Background: an optimization exercise with open tools, aiming at small area, a short achievable clock period and few clock cycles. Do not read the settings as production practice.
The RTL of this run was laid out without a check of its function.

`design.v`:
```
module geofence (clk, reset, X, Y, valid, is_inside);
input clk;
input reset;
input [9:0] X;
input [9:0] Y;
output reg valid;
output reg is_inside;
reg [3:0] ph;
reg [9:0] rx, ry;                  
reg vxs, vys;                      
reg [9:0] vxm, vym;                
reg vz;                            
reg axs, ays, bxs, bys;            
reg [9:0] axm, aym, bxm, bym;
reg ins;                           
wire [10:0] dx = {1'b0, X} - {1'b0, rx};
wire [10:0] dy = {1'b0, Y} - {1'b0, ry};
wire [9:0] dxm = dx[10] ? rx - X : dx[9:0];
wire [9:0] dym = dy[10] ? ry - Y : dy[9:0];
wire da_neg, da_zero, db_neg, db_zero;
geofence_xsign ua (.p(axm), .q(vym), .r(aym), .t(vxm), .neg(da_neg), .zero(da_zero));
geofence_xsign ub (.p(bxm), .q(vym), .r(bym), .t(vxm), .neg(db_neg), .zero(db_zero));
wire vxz = ~|vxm;
wire vyz = ~|vym;
wire a1 = axs ^ vys, a2 = ays ^ vxs;
wire b1 = bxs ^ vys, b2 = bys ^ vxs;
wire az = (~|axm | vyz) & (~|aym | vxz);
wire bz = (~|bxm | vyz) & (~|bym | vxz);
wire a_zero = (a1 == a2) ? da_zero : az;
wire b_zero = (b1 == b2) ? db_zero : bz;
wire a_neg = (a1 == a2) ? ~da_zero & (da_neg ^ a1) : ~az & a1;
wire b_pos = (b1 == b2) ? ~db_zero & ~(db_neg ^ b1) : ~bz & ~b1;
wire opp_a = (axs ^ vxs) | (ays ^ vys);
wire opp_b = (bxs ^ vxs) | (bys ^ vys);
wire hit = vz | (a_zero & opp_a) | (b_zero & opp_b) | (a_neg & b_pos);
wire new_a = a_neg & ~b_pos;
wire new_b = ~a_neg & b_pos;
wire first = (ph == 4'd2);
wire ins_nx = first ? vz : (ins | hit);
always @(posedge clk or posedge reset) begin
    if (reset) begin
        ph <= 4'd0;
        valid <= 1'b0;
    end else begin
        valid <= (ph == 4'd7);
        ph <= (ph == 4'd8) ? 4'd0 : ph + 4'd1;
    end
end
always @(posedge clk) begin
    if (ph == 4'd0) begin
        rx <= X;
        ry <= Y;
    end
    vxs <= dx[10];
    vys <= dy[10];
    vxm <= dxm;
    vym <= dym;
    vz <= (X == rx) & (Y == ry);
    if (first | new_a) begin
        axs <= vxs; ays <= vys; axm <= vxm; aym <= vym;
    end
    if (first | new_b) begin
        bxs <= vxs; bys <= vys; bxm <= vxm; bym <= vym;
    end
    ins <= ins_nx;
    if (ph == 4'd7)
        is_inside <= ins_nx;
end
endmodule
module geofence_xsign (p, q, r, t, neg, zero);
input [9:0] p, q, r, t;
output neg, zero;
wire n1 = (p[0] & q[0]);
wire n2 = ~(r[0] & t[0]);
wire n3 = (p[0] & q[1]);
wire n4 = ~(r[0] & t[1]);
wire n5 = (p[1] & q[0]);
wire n6 = ~(r[1] & t[0]);
wire n7 = (p[0] & q[2]);
wire n8 = ~(r[0] & t[2]);
wire n9 = (p[1] & q[1]);
wire n10 = ~(r[1] & t[1]);
wire n11 = (p[2] & q[0]);
wire n12 = ~(r[2] & t[0]);
wire n13 = (p[0] & q[3]);
wire n14 = ~(r[0] & t[3]);
wire n15 = (p[1] & q[2]);
wire n16 = ~(r[1] & t[2]);
wire n17 = (p[2] & q[1]);
wire n18 = ~(r[2] & t[1]);
wire n19 = (p[3] & q[0]);
wire n20 = ~(r[3] & t[0]);
wire n21 = (p[0] & q[4]);
wire n22 = ~(r[0] & t[4]);
wire n23 = (p[1] & q[3]);
wire n24 = ~(r[1] & t[3]);
wire n25 = (p[2] & q[2]);
wire n26 = ~(r[2] & t[2]);
wire n27 = (p[3] & q[1]);
wire n28 = ~(r[3] & t[1]);
wire n29 = (p[4] & q[0]);
wire n30 = ~(r[4] & t[0]);
wire n31 = (p[0] & q[5]);
wire n32 = ~(r[0] & t[5]);
wire n33 = (p[1] & q[4]);
wire n34 = ~(r[1] & t[4]);
wire n35 = (p[2] & q[3]);
wire n36 = ~(r[2] & t[3]);
wire n37 = (p[3] & q[2]);
wire n38 = ~(r[3] & t[2]);
wire n39 = (p[4] & q[1]);
wire n40 = ~(r[4] & t[1]);
wire n41 = (p[5] & q[0]);
wire n42 = ~(r[5] & t[0]);
wire n43 = (p[0] & q[6]);
wire n44 = ~(r[0] & t[6]);
wire n45 = (p[1] & q[5]);
wire n46 = ~(r[1] & t[5]);
wire n47 = (p[2] & q[4]);
wire n48 = ~(r[2] & t[4]);
wire n49 = (p[3] & q[3]);
wire n50 = ~(r[3] & t[3]);
wire n51 = (p[4] & q[2]);
wire n52 = ~(r[4] & t[2]);
wire n53 = (p[5] & q[1]);
wire n54 = ~(r[5] & t[1]);
wire n55 = (p[6] & q[0]);
wire n56 = ~(r[6] & t[0]);
wire n57 = (p[0] & q[7]);
wire n58 = ~(r[0] & t[7]);
wire n59 = (p[1] & q[6]);
wire n60 = ~(r[1] & t[6]);
wire n61 = (p[2] & q[5]);
wire n62 = ~(r[2] & t[5]);
wire n63 = (p[3] & q[4]);
wire n64 = ~(r[3] & t[4]);
wire n65 = (p[4] & q[3]);
wire n66 = ~(r[4] & t[3]);
wire n67 = (p[5] & q[2]);
wire n68 = ~(r[5] & t[2]);
wire n69 = (p[6] & q[1]);
wire n70 = ~(r[6] & t[1]);
wire n71 = (p[7] & q[0]);
wire n72 = ~(r[7] & t[0]);
wire n73 = (p[0] & q[8]);
wire n74 = ~(r[0] & t[8]);
wire n75 = (p[1] & q[7]);
wire n76 = ~(r[1] & t[7]);
wire n77 = (p[2] & q[6]);
wire n78 = ~(r[2] & t[6]);
wire n79 = (p[3] & q[5]);
wire n80 = ~(r[3] & t[5]);
wire n81 = (p[4] & q[4]);
wire n82 = ~(r[4] & t[4]);
wire n83 = (p[5] & q[3]);
wire n84 = ~(r[5] & t[3]);
wire n85 = (p[6] & q[2]);
wire n86 = ~(r[6] & t[2]);
wire n87 = (p[7] & q[1]);
wire n88 = ~(r[7] & t[1]);
wire n89 = (p[8] & q[0]);
wire n90 = ~(r[8] & t[0]);
wire n91 = (p[0] & q[9]);
wire n92 = ~(r[0] & t[9]);
wire n93 = (p[1] & q[8]);
wire n94 = ~(r[1] & t[8]);
wire n95 = (p[2] & q[7]);
wire n96 = ~(r[2] & t[7]);
wire n97 = (p[3] & q[6]);
wire n98 = ~(r[3] & t[6]);
wire n99 = (p[4] & q[5]);
wire n100 = ~(r[4] & t[5]);
wire n101 = (p[5] & q[4]);
wire n102 = ~(r[5] & t[4]);
wire n103 = (p[6] & q[3]);
wire n104 = ~(r[6] & t[3]);
wire n105 = (p[7] & q[2]);
wire n106 = ~(r[7] & t[2]);
wire n107 = (p[8] & q[1]);
wire n108 = ~(r[8] & t[1]);
wire n109 = (p[9] & q[0]);
wire n110 = ~(r[9] & t[0]);
wire n111 = (p[1] & q[9]);
wire n112 = ~(r[1] & t[9]);
wire n113 = (p[2] & q[8]);
wire n114 = ~(r[2] & t[8]);
wire n115 = (p[3] & q[7]);
wire n116 = ~(r[3] & t[7]);
wire n117 = (p[4] & q[6]);
wire n118 = ~(r[4] & t[6]);
wire n119 = (p[5] & q[5]);
wire n120 = ~(r[5] & t[5]);
wire n121 = (p[6] & q[4]);
wire n122 = ~(r[6] & t[4]);
wire n123 = (p[7] & q[3]);
wire n124 = ~(r[7] & t[3]);
wire n125 = (p[8] & q[2]);
wire n126 = ~(r[8] & t[2]);
wire n127 = (p[9] & q[1]);
wire n128 = ~(r[9] & t[1]);
wire n129 = (p[2] & q[9]);
wire n130 = ~(r[2] & t[9]);
wire n131 = (p[3] & q[8]);
wire n132 = ~(r[3] & t[8]);
wire n133 = (p[4] & q[7]);
wire n134 = ~(r[4] & t[7]);
wire n135 = (p[5] & q[6]);
wire n136 = ~(r[5] & t[6]);
wire n137 = (p[6] & q[5]);
wire n138 = ~(r[6] & t[5]);
wire n139 = (p[7] & q[4]);
wire n140 = ~(r[7] & t[4]);
wire n141 = (p[8] & q[3]);
wire n142 = ~(r[8] & t[3]);
wire n143 = (p[9] & q[2]);
wire n144 = ~(r[9] & t[2]);
wire n145 = (p[3] & q[9]);
wire n146 = ~(r[3] & t[9]);
wire n147 = (p[4] & q[8]);
wire n148 = ~(r[4] & t[8]);
wire n149 = (p[5] & q[7]);
wire n150 = ~(r[5] & t[7]);
wire n151 = (p[6] & q[6]);
wire n152 = ~(r[6] & t[6]);
wire n153 = (p[7] & q[5]);
wire n154 = ~(r[7] & t[5]);
wire n155 = (p[8] & q[4]);
wire n156 = ~(r[8] & t[4]);
wire n157 = (p[9] & q[3]);
wire n158 = ~(r[9] & t[3]);
wire n159 = (p[4] & q[9]);
wire n160 = ~(r[4] & t[9]);
wire n161 = (p[5] & q[8]);
wire n162 = ~(r[5] & t[8]);
wire n163 = (p[6] & q[7]);
wire n164 = ~(r[6] & t[7]);
wire n165 = (p[7] & q[6]);
wire n166 = ~(r[7] & t[6]);
wire n167 = (p[8] & q[5]);
wire n168 = ~(r[8] & t[5]);
wire n169 = (p[9] & q[4]);
wire n170 = ~(r[9] & t[4]);
wire n171 = (p[5] & q[9]);
wire n172 = ~(r[5] & t[9]);
wire n173 = (p[6] & q[8]);
wire n174 = ~(r[6] & t[8]);
wire n175 = (p[7] & q[7]);
wire n176 = ~(r[7] & t[7]);
wire n177 = (p[8] & q[6]);
wire n178 = ~(r[8] & t[6]);
wire n179 = (p[9] & q[5]);
wire n180 = ~(r[9] & t[5]);
wire n181 = (p[6] & q[9]);
wire n182 = ~(r[6] & t[9]);
wire n183 = (p[7] & q[8]);
wire n184 = ~(r[7] & t[8]);
wire n185 = (p[8] & q[7]);
wire n186 = ~(r[8] & t[7]);
wire n187 = (p[9] & q[6]);
wire n188 = ~(r[9] & t[6]);
wire n189 = (p[7] & q[9]);
wire n190 = ~(r[7] & t[9]);
wire n191 = (p[8] & q[8]);
wire n192 = ~(r[8] & t[8]);
wire n193 = (p[9] & q[7]);
wire n194 = ~(r[9] & t[7]);
wire n195 = (p[8] & q[9]);
wire n196 = ~(r[8] & t[9]);
wire n197 = (p[9] & q[8]);
wire n198 = ~(r[9] & t[8]);
wire n199 = (p[9] & q[9]);
wire n200 = ~(r[9] & t[9]);
wire n201, n202;
geofence_fa fn201 (.a(n91), .b(n92), .c(n93), .s(n201), .co(n202));
wire n203 = n111 ^ n112;
wire n204 = n111 & n112;
wire n205, n206;
geofence_fa fn205 (.a(n43), .b(n44), .c(n45), .s(n205), .co(n206));
wire n207, n208;
geofence_fa fn207 (.a(n57), .b(n58), .c(n59), .s(n207), .co(n208));
wire n209, n210;
geofence_fa fn209 (.a(n60), .b(n61), .c(n62), .s(n209), .co(n210));
wire n211 = n63 ^ n64;
wire n212 = n63 & n64;
wire n213, n214;
geofence_fa fn213 (.a(n73), .b(n74), .c(n75), .s(n213), .co(n214));
wire n215, n216;
geofence_fa fn215 (.a(n76), .b(n77), .c(n78), .s(n215), .co(n216));
wire n217, n218;
geofence_fa fn217 (.a(n79), .b(n80), .c(n81), .s(n217), .co(n218));
wire n219, n220;
geofence_fa fn219 (.a(n82), .b(n83), .c(n84), .s(n219), .co(n220));
wire n221 = n85 ^ n86;
wire n222 = n85 & n86;
wire n223, n224;
geofence_fa fn223 (.a(n94), .b(n95), .c(n96), .s(n223), .co(n224));
wire n225, n226;
geofence_fa fn225 (.a(n97), .b(n98), .c(n99), .s(n225), .co(n226));
wire n227, n228;
geofence_fa fn227 (.a(n100), .b(n101), .c(n102), .s(n227), .co(n228));
wire n229, n230;
geofence_fa fn229 (.a(n103), .b(n104), .c(n105), .s(n229), .co(n230));
wire n231, n232;
geofence_fa fn231 (.a(n106), .b(n107), .c(n108), .s(n231), .co(n232));
wire n233 = n109 ^ n110;
wire n234 = n109 & n110;
wire n235, n236;
geofence_fa fn235 (.a(n113), .b(n114), .c(n115), .s(n235), .co(n236));
wire n237, n238;
geofence_fa fn237 (.a(n116), .b(n117), .c(n118), .s(n237), .co(n238));
wire n239, n240;
geofence_fa fn239 (.a(n119), .b(n120), .c(n121), .s(n239), .co(n240));
wire n241, n242;
geofence_fa fn241 (.a(n122), .b(n123), .c(n124), .s(n241), .co(n242));
wire n243, n244;
geofence_fa fn243 (.a(n125), .b(n126), .c(n127), .s(n243), .co(n244));
wire n245 = ~(n128 ^ n202);
wire n246 = n128 | n202;
wire n247, n248;
geofence_fa fn247 (.a(n129), .b(n130), .c(n131), .s(n247), .co(n248));
wire n249, n250;
geofence_fa fn249 (.a(n132), .b(n133), .c(n134), .s(n249), .co(n250));
wire n251, n252;
geofence_fa fn251 (.a(n135), .b(n136), .c(n137), .s(n251), .co(n252));
wire n253, n254;
geofence_fa fn253 (.a(n138), .b(n139), .c(n140), .s(n253), .co(n254));
wire n255, n256;
geofence_fa fn255 (.a(n141), .b(n142), .c(n143), .s(n255), .co(n256));
wire n257, n258;
geofence_fa fn257 (.a(n145), .b(n146), .c(n147), .s(n257), .co(n258));
wire n259, n260;
geofence_fa fn259 (.a(n148), .b(n149), .c(n150), .s(n259), .co(n260));
wire n261, n262;
geofence_fa fn261 (.a(n151), .b(n152), .c(n153), .s(n261), .co(n262));
wire n263, n264;
geofence_fa fn263 (.a(n159), .b(n160), .c(n161), .s(n263), .co(n264));
wire n265, n266;
geofence_fa fn265 (.a(n21), .b(n22), .c(n23), .s(n265), .co(n266));
wire n267, n268;
geofence_fa fn267 (.a(n31), .b(n32), .c(n33), .s(n267), .co(n268));
wire n269, n270;
geofence_fa fn269 (.a(n34), .b(n35), .c(n36), .s(n269), .co(n270));
wire n271 = n37 ^ n38;
wire n272 = n37 & n38;
wire n273, n274;
geofence_fa fn273 (.a(n46), .b(n47), .c(n48), .s(n273), .co(n274));
wire n275, n276;
geofence_fa fn275 (.a(n49), .b(n50), .c(n51), .s(n275), .co(n276));
wire n277, n278;
geofence_fa fn277 (.a(n52), .b(n53), .c(n54), .s(n277), .co(n278));
wire n279 = n55 ^ n56;
wire n280 = n55 & n56;
wire n281, n282;
geofence_fa fn281 (.a(n65), .b(n66), .c(n67), .s(n281), .co(n282));
wire n283, n284;
geofence_fa fn283 (.a(n68), .b(n69), .c(n70), .s(n283), .co(n284));
wire n285 = ~(n71 ^ n72);
wire n286 = n71 | n72;
wire n287, n288;
geofence_fa fn287 (.a(n206), .b(n207), .c(n209), .s(n287), .co(n288));
wire n289, n290;
geofence_fa fn289 (.a(n87), .b(n88), .c(n89), .s(n289), .co(n290));
wire n291 = ~(n90 ^ n208);
wire n292 = n90 | n208;
wire n293, n294;
geofence_fa fn293 (.a(n210), .b(n212), .c(n213), .s(n293), .co(n294));
wire n295, n296;
geofence_fa fn295 (.a(n215), .b(n217), .c(n219), .s(n295), .co(n296));
wire n297 = ~(n201 ^ n214);
wire n298 = n201 | n214;
wire n299, n300;
geofence_fa fn299 (.a(n216), .b(n218), .c(n220), .s(n299), .co(n300));
wire n301, n302;
geofence_fa fn301 (.a(n222), .b(n223), .c(n225), .s(n301), .co(n302));
wire n303, n304;
geofence_fa fn303 (.a(n227), .b(n229), .c(n231), .s(n303), .co(n304));
wire n305, n306;
geofence_fa fn305 (.a(n203), .b(n224), .c(n226), .s(n305), .co(n306));
wire n307, n308;
geofence_fa fn307 (.a(n228), .b(n230), .c(n232), .s(n307), .co(n308));
wire n309, n310;
geofence_fa fn309 (.a(n234), .b(n235), .c(n237), .s(n309), .co(n310));
wire n311, n312;
geofence_fa fn311 (.a(n239), .b(n241), .c(n243), .s(n311), .co(n312));
wire n313, n314;
geofence_fa fn313 (.a(n144), .b(n204), .c(n236), .s(n313), .co(n314));
wire n315, n316;
geofence_fa fn315 (.a(n238), .b(n240), .c(n242), .s(n315), .co(n316));
wire n317, n318;
geofence_fa fn317 (.a(n244), .b(n246), .c(n247), .s(n317), .co(n318));
wire n319, n320;
geofence_fa fn319 (.a(n249), .b(n251), .c(n253), .s(n319), .co(n320));
wire n321, n322;
geofence_fa fn321 (.a(n154), .b(n155), .c(n156), .s(n321), .co(n322));
wire n323, n324;
geofence_fa fn323 (.a(n157), .b(n158), .c(n248), .s(n323), .co(n324));
wire n325, n326;
geofence_fa fn325 (.a(n250), .b(n252), .c(n254), .s(n325), .co(n326));
wire n327, n328;
geofence_fa fn327 (.a(n256), .b(n257), .c(n259), .s(n327), .co(n328));
wire n329, n330;
geofence_fa fn329 (.a(n162), .b(n163), .c(n164), .s(n329), .co(n330));
wire n331, n332;
geofence_fa fn331 (.a(n165), .b(n166), .c(n167), .s(n331), .co(n332));
wire n333, n334;
geofence_fa fn333 (.a(n168), .b(n169), .c(n170), .s(n333), .co(n334));
wire n335, n336;
geofence_fa fn335 (.a(n258), .b(n260), .c(n262), .s(n335), .co(n336));
wire n337, n338;
geofence_fa fn337 (.a(n171), .b(n172), .c(n173), .s(n337), .co(n338));
wire n339, n340;
geofence_fa fn339 (.a(n174), .b(n175), .c(n176), .s(n339), .co(n340));
wire n341, n342;
geofence_fa fn341 (.a(n177), .b(n178), .c(n179), .s(n341), .co(n342));
wire n343, n344;
geofence_fa fn343 (.a(n181), .b(n182), .c(n183), .s(n343), .co(n344));
wire n345 = n7 ^ n8;
wire n346 = n7 & n8;
wire n347, n348;
geofence_fa fn347 (.a(n13), .b(n14), .c(n15), .s(n347), .co(n348));
wire n349, n350;
geofence_fa fn349 (.a(n16), .b(n17), .c(n18), .s(n349), .co(n350));
wire n351, n352;
geofence_fa fn351 (.a(n24), .b(n25), .c(n26), .s(n351), .co(n352));
wire n353, n354;
geofence_fa fn353 (.a(n27), .b(n28), .c(n29), .s(n353), .co(n354));
wire n355 = ~n30;
wire n356 = n30;
wire n357, n358;
geofence_fa fn357 (.a(n39), .b(n40), .c(n41), .s(n357), .co(n358));
wire n359 = ~(n42 ^ n266);
wire n360 = n42 | n266;
wire n361, n362;
geofence_fa fn361 (.a(n267), .b(n269), .c(n271), .s(n361), .co(n362));
wire n363 = ~(n205 ^ n268);
wire n364 = n205 | n268;
wire n365, n366;
geofence_fa fn365 (.a(n270), .b(n272), .c(n273), .s(n365), .co(n366));
wire n367, n368;
geofence_fa fn367 (.a(n275), .b(n277), .c(n279), .s(n367), .co(n368));
wire n369, n370;
geofence_fa fn369 (.a(n211), .b(n274), .c(n276), .s(n369), .co(n370));
wire n371, n372;
geofence_fa fn371 (.a(n278), .b(n280), .c(n281), .s(n371), .co(n372));
wire n373, n374;
geofence_fa fn373 (.a(n283), .b(n285), .c(n287), .s(n373), .co(n374));
wire n375, n376;
geofence_fa fn375 (.a(n221), .b(n282), .c(n284), .s(n375), .co(n376));
wire n377, n378;
geofence_fa fn377 (.a(n286), .b(n288), .c(n289), .s(n377), .co(n378));
wire n379, n380;
geofence_fa fn379 (.a(n291), .b(n293), .c(n295), .s(n379), .co(n380));
wire n381, n382;
geofence_fa fn381 (.a(n233), .b(n290), .c(n292), .s(n381), .co(n382));
wire n383, n384;
geofence_fa fn383 (.a(n294), .b(n296), .c(n297), .s(n383), .co(n384));
wire n385, n386;
geofence_fa fn385 (.a(n299), .b(n301), .c(n303), .s(n385), .co(n386));
wire n387, n388;
geofence_fa fn387 (.a(n245), .b(n298), .c(n300), .s(n387), .co(n388));
wire n389, n390;
geofence_fa fn389 (.a(n302), .b(n304), .c(n305), .s(n389), .co(n390));
wire n391, n392;
geofence_fa fn391 (.a(n307), .b(n309), .c(n311), .s(n391), .co(n392));
wire n393, n394;
geofence_fa fn393 (.a(n255), .b(n306), .c(n308), .s(n393), .co(n394));
wire n395, n396;
geofence_fa fn395 (.a(n310), .b(n312), .c(n313), .s(n395), .co(n396));
wire n397, n398;
geofence_fa fn397 (.a(n315), .b(n317), .c(n319), .s(n397), .co(n398));
wire n399, n400;
geofence_fa fn399 (.a(n261), .b(n314), .c(n316), .s(n399), .co(n400));
wire n401, n402;
geofence_fa fn401 (.a(n318), .b(n320), .c(n321), .s(n401), .co(n402));
wire n403, n404;
geofence_fa fn403 (.a(n323), .b(n325), .c(n327), .s(n403), .co(n404));
wire n405, n406;
geofence_fa fn405 (.a(n263), .b(n322), .c(n324), .s(n405), .co(n406));
wire n407, n408;
geofence_fa fn407 (.a(n326), .b(n328), .c(n329), .s(n407), .co(n408));
wire n409, n410;
geofence_fa fn409 (.a(n331), .b(n333), .c(n335), .s(n409), .co(n410));
wire n411, n412;
geofence_fa fn411 (.a(n180), .b(n264), .c(n330), .s(n411), .co(n412));
wire n413, n414;
geofence_fa fn413 (.a(n332), .b(n334), .c(n336), .s(n413), .co(n414));
wire n415, n416;
geofence_fa fn415 (.a(n337), .b(n339), .c(n341), .s(n415), .co(n416));
wire n417, n418;
geofence_fa fn417 (.a(n184), .b(n185), .c(n186), .s(n417), .co(n418));
wire n419, n420;
geofence_fa fn419 (.a(n187), .b(n188), .c(n338), .s(n419), .co(n420));
wire n421, n422;
geofence_fa fn421 (.a(n340), .b(n342), .c(n343), .s(n421), .co(n422));
wire n423, n424;
geofence_fa fn423 (.a(n189), .b(n190), .c(n191), .s(n423), .co(n424));
wire n425, n426;
geofence_fa fn425 (.a(n192), .b(n193), .c(n194), .s(n425), .co(n426));
wire n427 = n3 ^ n4;
wire n428 = n3 & n4;
wire n429, n430;
geofence_fa fn429 (.a(n9), .b(n10), .c(n11), .s(n429), .co(n430));
wire n431 = ~n12;
wire n432 = n12;
wire n433 = ~(n19 ^ n20);
wire n434 = n19 | n20;
wire n435, n436;
geofence_fa fn435 (.a(n346), .b(n347), .c(n349), .s(n435), .co(n436));
wire n437, n438;
geofence_fa fn437 (.a(n265), .b(n348), .c(n350), .s(n437), .co(n438));
wire n439, n440;
geofence_fa fn439 (.a(n351), .b(n353), .c(n355), .s(n439), .co(n440));
wire n441, n442;
geofence_fa fn441 (.a(n352), .b(n354), .c(n356), .s(n441), .co(n442));
wire n443, n444;
geofence_fa fn443 (.a(n357), .b(n359), .c(n361), .s(n443), .co(n444));
wire n445, n446;
geofence_fa fn445 (.a(n358), .b(n360), .c(n362), .s(n445), .co(n446));
wire n447, n448;
geofence_fa fn447 (.a(n363), .b(n365), .c(n367), .s(n447), .co(n448));
wire n449, n450;
geofence_fa fn449 (.a(n364), .b(n366), .c(n368), .s(n449), .co(n450));
wire n451, n452;
geofence_fa fn451 (.a(n369), .b(n371), .c(n373), .s(n451), .co(n452));
wire n453, n454;
geofence_fa fn453 (.a(n370), .b(n372), .c(n374), .s(n453), .co(n454));
wire n455, n456;
geofence_fa fn455 (.a(n375), .b(n377), .c(n379), .s(n455), .co(n456));
wire n457, n458;
geofence_fa fn457 (.a(n376), .b(n378), .c(n380), .s(n457), .co(n458));
wire n459, n460;
geofence_fa fn459 (.a(n381), .b(n383), .c(n385), .s(n459), .co(n460));
wire n461, n462;
geofence_fa fn461 (.a(n382), .b(n384), .c(n386), .s(n461), .co(n462));
wire n463, n464;
geofence_fa fn463 (.a(n387), .b(n389), .c(n391), .s(n463), .co(n464));
wire n465, n466;
geofence_fa fn465 (.a(n388), .b(n390), .c(n392), .s(n465), .co(n466));
wire n467, n468;
geofence_fa fn467 (.a(n393), .b(n395), .c(n397), .s(n467), .co(n468));
wire n469, n470;
geofence_fa fn469 (.a(n394), .b(n396), .c(n398), .s(n469), .co(n470));
wire n471, n472;
geofence_fa fn471 (.a(n399), .b(n401), .c(n403), .s(n471), .co(n472));
wire n473, n474;
geofence_fa fn473 (.a(n400), .b(n402), .c(n404), .s(n473), .co(n474));
wire n475, n476;
geofence_fa fn475 (.a(n405), .b(n407), .c(n409), .s(n475), .co(n476));
wire n477, n478;
geofence_fa fn477 (.a(n406), .b(n408), .c(n410), .s(n477), .co(n478));
wire n479, n480;
geofence_fa fn479 (.a(n411), .b(n413), .c(n415), .s(n479), .co(n480));
wire n481, n482;
geofence_fa fn481 (.a(n412), .b(n414), .c(n416), .s(n481), .co(n482));
wire n483, n484;
geofence_fa fn483 (.a(n417), .b(n419), .c(n421), .s(n483), .co(n484));
wire n485, n486;
geofence_fa fn485 (.a(n344), .b(n418), .c(n420), .s(n485), .co(n486));
wire n487, n488;
geofence_fa fn487 (.a(n422), .b(n423), .c(n425), .s(n487), .co(n488));
wire n489, n490;
geofence_fa fn489 (.a(n195), .b(n196), .c(n197), .s(n489), .co(n490));
wire n491, n492;
geofence_fa fn491 (.a(n198), .b(n424), .c(n426), .s(n491), .co(n492));
wire n493 = n5 ^ n6;
wire n494 = n5 & n6;
wire n495, n496;
geofence_fa fn495 (.a(n345), .b(n428), .c(n429), .s(n495), .co(n496));
wire n497, n498;
geofence_fa fn497 (.a(n430), .b(n432), .c(n433), .s(n497), .co(n498));
wire n499, n500;
geofence_fa fn499 (.a(n434), .b(n436), .c(n437), .s(n499), .co(n500));
wire n501, n502;
geofence_fa fn501 (.a(n438), .b(n440), .c(n441), .s(n501), .co(n502));
wire n503, n504;
geofence_fa fn503 (.a(n442), .b(n444), .c(n445), .s(n503), .co(n504));
wire n505, n506;
geofence_fa fn505 (.a(n446), .b(n448), .c(n449), .s(n505), .co(n506));
wire n507, n508;
geofence_fa fn507 (.a(n450), .b(n452), .c(n453), .s(n507), .co(n508));
wire n509, n510;
geofence_fa fn509 (.a(n454), .b(n456), .c(n457), .s(n509), .co(n510));
wire n511, n512;
geofence_fa fn511 (.a(n458), .b(n460), .c(n461), .s(n511), .co(n512));
wire n513, n514;
geofence_fa fn513 (.a(n462), .b(n464), .c(n465), .s(n513), .co(n514));
wire n515, n516;
geofence_fa fn515 (.a(n466), .b(n468), .c(n469), .s(n515), .co(n516));
wire n517, n518;
geofence_fa fn517 (.a(n470), .b(n472), .c(n473), .s(n517), .co(n518));
wire n519, n520;
geofence_fa fn519 (.a(n474), .b(n476), .c(n477), .s(n519), .co(n520));
wire n521, n522;
geofence_fa fn521 (.a(n478), .b(n480), .c(n481), .s(n521), .co(n522));
wire n523, n524;
geofence_fa fn523 (.a(n482), .b(n484), .c(n485), .s(n523), .co(n524));
wire n525, n526;
geofence_fa fn525 (.a(n486), .b(n488), .c(n489), .s(n525), .co(n526));
wire n527, n528;
geofence_fa fn527 (.a(n199), .b(n200), .c(n490), .s(n527), .co(n528));
wire n529 = n1 ^ n2;
wire n530 = n1 & n2;
wire n531 = ~(n427 ^ n493);
wire n532 = n427 | n493;
wire n533, n534;
geofence_fa fn533 (.a(n431), .b(n494), .c(n495), .s(n533), .co(n534));
wire n535, n536;
geofence_fa fn535 (.a(n435), .b(n496), .c(n497), .s(n535), .co(n536));
wire n537, n538;
geofence_fa fn537 (.a(n439), .b(n498), .c(n499), .s(n537), .co(n538));
wire n539, n540;
geofence_fa fn539 (.a(n443), .b(n500), .c(n501), .s(n539), .co(n540));
wire n541, n542;
geofence_fa fn541 (.a(n447), .b(n502), .c(n503), .s(n541), .co(n542));
wire n543, n544;
geofence_fa fn543 (.a(n451), .b(n504), .c(n505), .s(n543), .co(n544));
wire n545, n546;
geofence_fa fn545 (.a(n455), .b(n506), .c(n507), .s(n545), .co(n546));
wire n547, n548;
geofence_fa fn547 (.a(n459), .b(n508), .c(n509), .s(n547), .co(n548));
wire n549, n550;
geofence_fa fn549 (.a(n463), .b(n510), .c(n511), .s(n549), .co(n550));
wire n551, n552;
geofence_fa fn551 (.a(n467), .b(n512), .c(n513), .s(n551), .co(n552));
wire n553, n554;
geofence_fa fn553 (.a(n471), .b(n514), .c(n515), .s(n553), .co(n554));
wire n555, n556;
geofence_fa fn555 (.a(n475), .b(n516), .c(n517), .s(n555), .co(n556));
wire n557, n558;
geofence_fa fn557 (.a(n479), .b(n518), .c(n519), .s(n557), .co(n558));
wire n559, n560;
geofence_fa fn559 (.a(n483), .b(n520), .c(n521), .s(n559), .co(n560));
wire n561, n562;
geofence_fa fn561 (.a(n487), .b(n522), .c(n523), .s(n561), .co(n562));
wire n563, n564;
geofence_fa fn563 (.a(n491), .b(n524), .c(n525), .s(n563), .co(n564));
wire n565, n566;
geofence_fa fn565 (.a(n492), .b(n526), .c(n527), .s(n565), .co(n566));
wire [20:0] ra = {1'b1, n528, n564, n562, n560, n558, n556, n554, n552, n550, n548, n546, n544, n542, n540, n538, n536, n534, n532, n530, 1'b1};
wire [20:0] rb = {1'b0, n566, n565, n563, n561, n559, n557, n555, n553, n551, n549, n547, n545, n543, n541, n539, n537, n535, n533, n531, n529};
wire [20:0] sum = ra + rb;
assign neg = sum[20];
wire [20:0] zx = (ra ^ rb) ^ {(ra[19:0] | rb[19:0]), 1'b0};
assign zero = ~|zx;
endmodule
module geofence_fa (a, b, c, s, co);
input a, b, c;
output s, co;
assign s = a ^ b ^ c;
assign co = (a & b) | (a & c) | (b & c);
endmodule
```
`run.sh`:
```
#!/bin/bash
# synth_recipe.tcl (not shown) runs the flow's synth.tcl, then flattens the netlist and writes it again
# the make line also repeats each setting of config.mk as NAME=value (left out here)
make -C /OpenROAD-flow-scripts/flow DESIGN_CONFIG=/design/flow/config.mk WORK_HOME=/design/flow/orfs CLKGATE_MAP_FILE= SYNTH_SCRIPT=/design/flow/synth_recipe.tcl finish
```
`config.mk`:
```
export PLATFORM = sky130hd
export DESIGN_NAME = geofence
export DESIGN_NICKNAME = geofence
export VERILOG_FILES = /design/flow/design.v
export SDC_FILE = /design/flow/constraint.sdc
export NUM_CORES = 4
export LEC_CHECK = 0
export CAP_MARGIN = 20
export CORE_MARGIN = 2
export CORE_UTILIZATION = 40
export SETUP_SLACK_MARGIN = 4
export SLEW_MARGIN = 20
export SYNTH_HIERARCHICAL = 1
export SYNTH_MINIMUM_KEEP_SIZE = 0
```
`constraint.sdc`:
```
create_clock -name core_clock -period 10.0 [get_ports {clk}]
set_input_delay 2.0000 -clock core_clock [delete_from_list [all_inputs] [get_ports {clk}]]
set_output_delay 2.0000 -clock core_clock [all_outputs]
set_load 0.01 [all_outputs]
```
==> reports/results.env <==
REMAINING_ANTENNA_VIOLATION_COUNT=0
SETUP_WS_FINAL_NS=3.87
TIGHTESTPINTRANSITION_NS=1.09
CLOCK_TREE.BUFFER_DEPTH=2
GLOBAL_ROUTE_WIRE_LENGTH_BEFORE_REPAIR_UM=71800
SYN_AREA_SQ_UM=16100
WIRE_PER_INST_UM=20.9
FINALNETCOUNT=2167
CRITICAL_PATH.ENDPOINT_TYPE='register'
RUN_STATUS='no timing/DRC/antenna violations'
LAYOUT_COMMON_CELLS='sky130_fd_sc_hd__fa_1, sky130_fd_sc_hd__nand2_1, sky130_fd_sc_hd__and2_1, sky130_fd_sc_hd__inv_1, sky130_fd_sc_hd__ha_1'
WORST_SKEW_PAIR.LATE_LATENCY_NS=0.35
FIRST_GLOBAL_VIAS=13066
DETAILED_PLACE_HPWL_UM=30100
WORSTPATHMAXFANOUT=11
YS_WARN_COUNT=7
RR_WORST_DEPTH=19
DETAILEDPLACE.WORSTSLACK_NS=3.04
SETUP_VIOL=0
GRT_SETUP_UNREPAIRED='yes'
FP-ROW-COUNT=73
WORSTSETUPENDPOINT='bxs'
SYNTH-EDFF-COUNT=65
GRT_MAX_DEGREE=24
TIMING_MAX_TRANSITION_VIOLATIONS_FINAL=0
FRACTION_OF_FINAL_LAYOUT_CELLS_WITH_DRIVE_STRENGTH_GREATER_THAN_1_PCT=20.8
SYNTHFLOPTYPE='sky130_fd_sc_hd__edfxtp_1'
CLKSLEWWORSTSETUPHOLDPATHS_NS=0.07
DRCVIOLATIONCOUNT=0
DATA_ARRIVAL_CRITICAL_PATH_NS=6.20
R2R_SETUP_SLACK_NS=3.87
INSERTED_CLOCK_BUFFERS=9
SETUP_TNS_NS=0
R2R-END='bxs'
GRT.OVERFLOW.TOTAL=0
CTS_TREE='yes'
CRITPATHLAUNCH='bym[4]'
GLOBALROUTETOTALUTIL_PCT=22.6
DIE-WIDTH_UM=205
TIMING.CRITICAL_PATH.REQUIRED_NS=10.07
WORST_SLEW_MARGIN_REL_PCT=27.2
PORT-BUFFER-COUNT=23
FINALCOREUTILIZATION_PCT=48.3
CAP_VIOL_MAX_COUNT=0
START_KIND='register'
SETUP.WORST_PATH.CLASS='reg -> reg'
YS_TOP_CELLS_BY_AREA='sky130_fd_sc_hd__fa_1, sky130_fd_sc_hd__edfxtp_1, sky130_fd_sc_hd__ha_1'
FMAXACHIEVABLE_GHz=0.163
DIEHEIGHT_UM=205
SYNTHESIS.AREA_PER_INSTANCE_SQ_UM=10.5
CLOCKROOTBUFFER='sky130_fd_sc_hd__clkbuf_16'
CLKSINKCOUNT=94
VIAS_PER_CELL=5.32
SYNTHDOMINANTCELLAREASHARE_PCT=41.0
WL_UM=45900
START_UTIL_PCT=40.5
HOLD_VIOLATIONS_FINAL=0
SYNTH-ASYNC-RESET-RATIO_PCT=5.32
FLOORPLAN.DIE_AREA_SQ_UM=41900
HOLDBUFCOUNTCTS=0
FLOORPLAN.CORE_AREA_SQ_UM=39700
CELL_TYPE_WITH_THE_HIGHEST_AGGREGATE_AREA_IN_THE_NETLIST='sky130_fd_sc_hd__fa_1'
TIMING.HOLD.WORST.CLASS='reg -> reg'
DRT_ITER0_MARKERS=771
DETAILEDROUTE.FIRSTPASSITERATIONCOUNT=5
POST_SYNTH_INST_COUNT=1528
GPL.FINAL_WEIGHTED_CONGESTION=0.853
ANTENNA_FOUND_INITIAL=0
POSTSYNTHREGISTERBITS=94
PERIOD_NEEDED_NS=6.13
FIN_CRIT_SH_PCT=61.3
IO_PINS=24
FLOW.AREA_GROWTH_FROM_SYNTHESIS_PCT=19.1
LAYOUT.CELLS.MOST_COMMON='sky130_fd_sc_hd__fa_1'
FINALCLOCKSKEW_NS=0.0126
WORST_R2R_STARTPOINT='bym[4]'
CTS_HTREE_LEVELS=3
NUM_VIAS=11656
FILLER_CELL_COUNT=3586
SYNTH_CELL_TYPE_COUNT=54
SEQUENTIAL_CELL_AREA_FRACTION_IN_THE_YOSYS_REPORT_PCT=15.9
SYN-NUM-NETS=2033
[per-module statistics from Yosys, one instance, submodules excluded]
module	cell area, sq um	copies in the design	flops+latches	cells
geofence_fa	20.0	326	0	1
geofence	4810	1	94	416
geofence_xsign	2380	2	0	393
[area by class of cell]
type | count | area, sq um | share of cell area [%]
diodes | 1 | 2.50 | 0.0130
clock buffers | 9 | 225 | 1.17
clock inverters | 7 | 77.6 | 0.404
inverters | 180 | 676 | 3.52
multi-input cells | 1205 | 13300 | 69.5
flip-flops and latches | 94 | 2600 | 13.6
well taps | 525 | 657 | 3.42
repair buffers | 172 | 1600 | 8.36
[state kept, by name (all words and copies together) (netlist names), 4 cells and up]
signal	count
vym	10
aym	10
ry	10
rx	10
axm	10
vxm	10
ph	4
bxm	10
bym	10
[cell families (layout without fill, tap and decap cells)]
family | count (synthesis) | in the layout | synth area share (%)
and+or+nand+nor | 525 | 526 | 16.5
adders and majority gates | 483 | 483 | 52.9
buffers and inverters | 231 | 368 | 5.58
AOI/OAI and AO/OA | 120 | 121 | 4.95
DFF | 94 | 94 | 15.9
xor gates and xnor gates | 63 | 63 | 3.43
muxes | 12 | 12 | 0.761
other | 0 | 1 | 0
[synthesized netlist by cell type, drive strengths merged, types with 12 or more instances]
library cell    n
fa            330
nand2         227
and2          206
inv           180
ha            153
edfxtp         65
xnor2          44
a21oi          43
clkbuf         43
dfxtp          24
nor2           24
o21ai          23
nor4           20
xor2           19
nand3          14
a21o           12
[repair_timing]
item / CTS / global route
pin swaps: 51 / 45
endpoints found under the setup margin: 46 / 46
gates cloned: 4 / 2
setup buffers: 123 / 11
resized for setup: 143 / 38
[worst min path at each step]
stage                     depth (start not counted)  slack [ns]     to   from
final                                             1        0.50  ph[0]  ph[0]
after global routing                              1        0.52  ph[0]  ph[0]
after CTS                                         1        0.50  ph[0]  ph[0]
after detailed placement                          1        0.49  ph[0]  ph[0]
after global placement                            1        0.47  ph[0]  ph[0]
after floorplan                                   0        0.42    ays    vys
[per-stage QoR]
step,hold WS [ns],cells,cell area [sq um]
2_1_floorplan,0.420,1528,16300
3_3_place_gp,0.471,2036,17000
3_5_place_dp,0.486,2036,17000
4_1_cts,0.496,2179,18900
5_1_grt,0.522,2192,19200
6_report,0.495,2193,19200
[worst max-delay path: stages, from the launching register on]
cell,delay [ns]
sky130_fd_sc_hd__edfxtp_1,0.57
sky130_fd_sc_hd__buf_4,0.18
sky130_fd_sc_hd__nand2_1,0.07
sky130_fd_sc_hd__fa_2,0.59
sky130_fd_sc_hd__fa_2,0.44
sky130_fd_sc_hd__fa_2,0.35
sky130_fd_sc_hd__fa_1,0.52
sky130_fd_sc_hd__fa_2,0.45
sky130_fd_sc_hd__fa_1,0.52
sky130_fd_sc_hd__inv_1,0.08
sky130_fd_sc_hd__ha_4,0.23
sky130_fd_sc_hd__nand3_1,0.06
sky130_fd_sc_hd__nand2_1,0.06
sky130_fd_sc_hd__a221o_1,0.39
sky130_fd_sc_hd__a211oi_4,0.31
sky130_fd_sc_hd__nor3b_2,0.22
sky130_fd_sc_hd__a21oi_1,0.06
sky130_fd_sc_hd__or2_4,0.27
sky130_fd_sc_hd__o31ai_4,0.28
sky130_fd_sc_hd__buf_12,0.17
[metal layers]
layer / wire (um) / vias up / part of all wire (%) / track usage (%)
met5: 0 / - / 0 / 0
met1: 18300 / 5940 / 40 / 28.8
met3: 3220 / 118 / 7.0 / 3.44
li1: - / 5090 / - / -
met4: 1530 / 0 / 3.3 / 7.63
met2: 22800 / 508 / 50 / 39.1

## port drivers added, routing unchanged
No port has a modelled driver above. Below, the same layout with a new extraction and two added sets of constraints. Step 1 (the two cells are an assumption about what drives the block):
set clk [get_ports {clk}]
set_driving_cell -lib_cell sky130_fd_sc_hd__clkbuf_16 $clk
set_driving_cell -lib_cell sky130_fd_sc_hd__buf_2 [delete_from_list [all_inputs] $clk]
Step 2, shift: input delay + t, output delay - t, t = (earliest + latest rising clock arrival at the registers) / 2. This alone moves slack from input paths to output paths. a / b / c = no drivers / after step 1 / after step 2; a / b = the first two.
t, ns: 0.387
setup slack, ns: 3.873 / 3.873 / 3.873
worst hold slack (ns): 0.495 / 0.495 / 0.495
pins driven straight from the clock port: 1
After both steps setup and hold are still met in this run. The setup slack of this run moves by 0.000 ns with the drivers and by 0.000 ns with both steps.
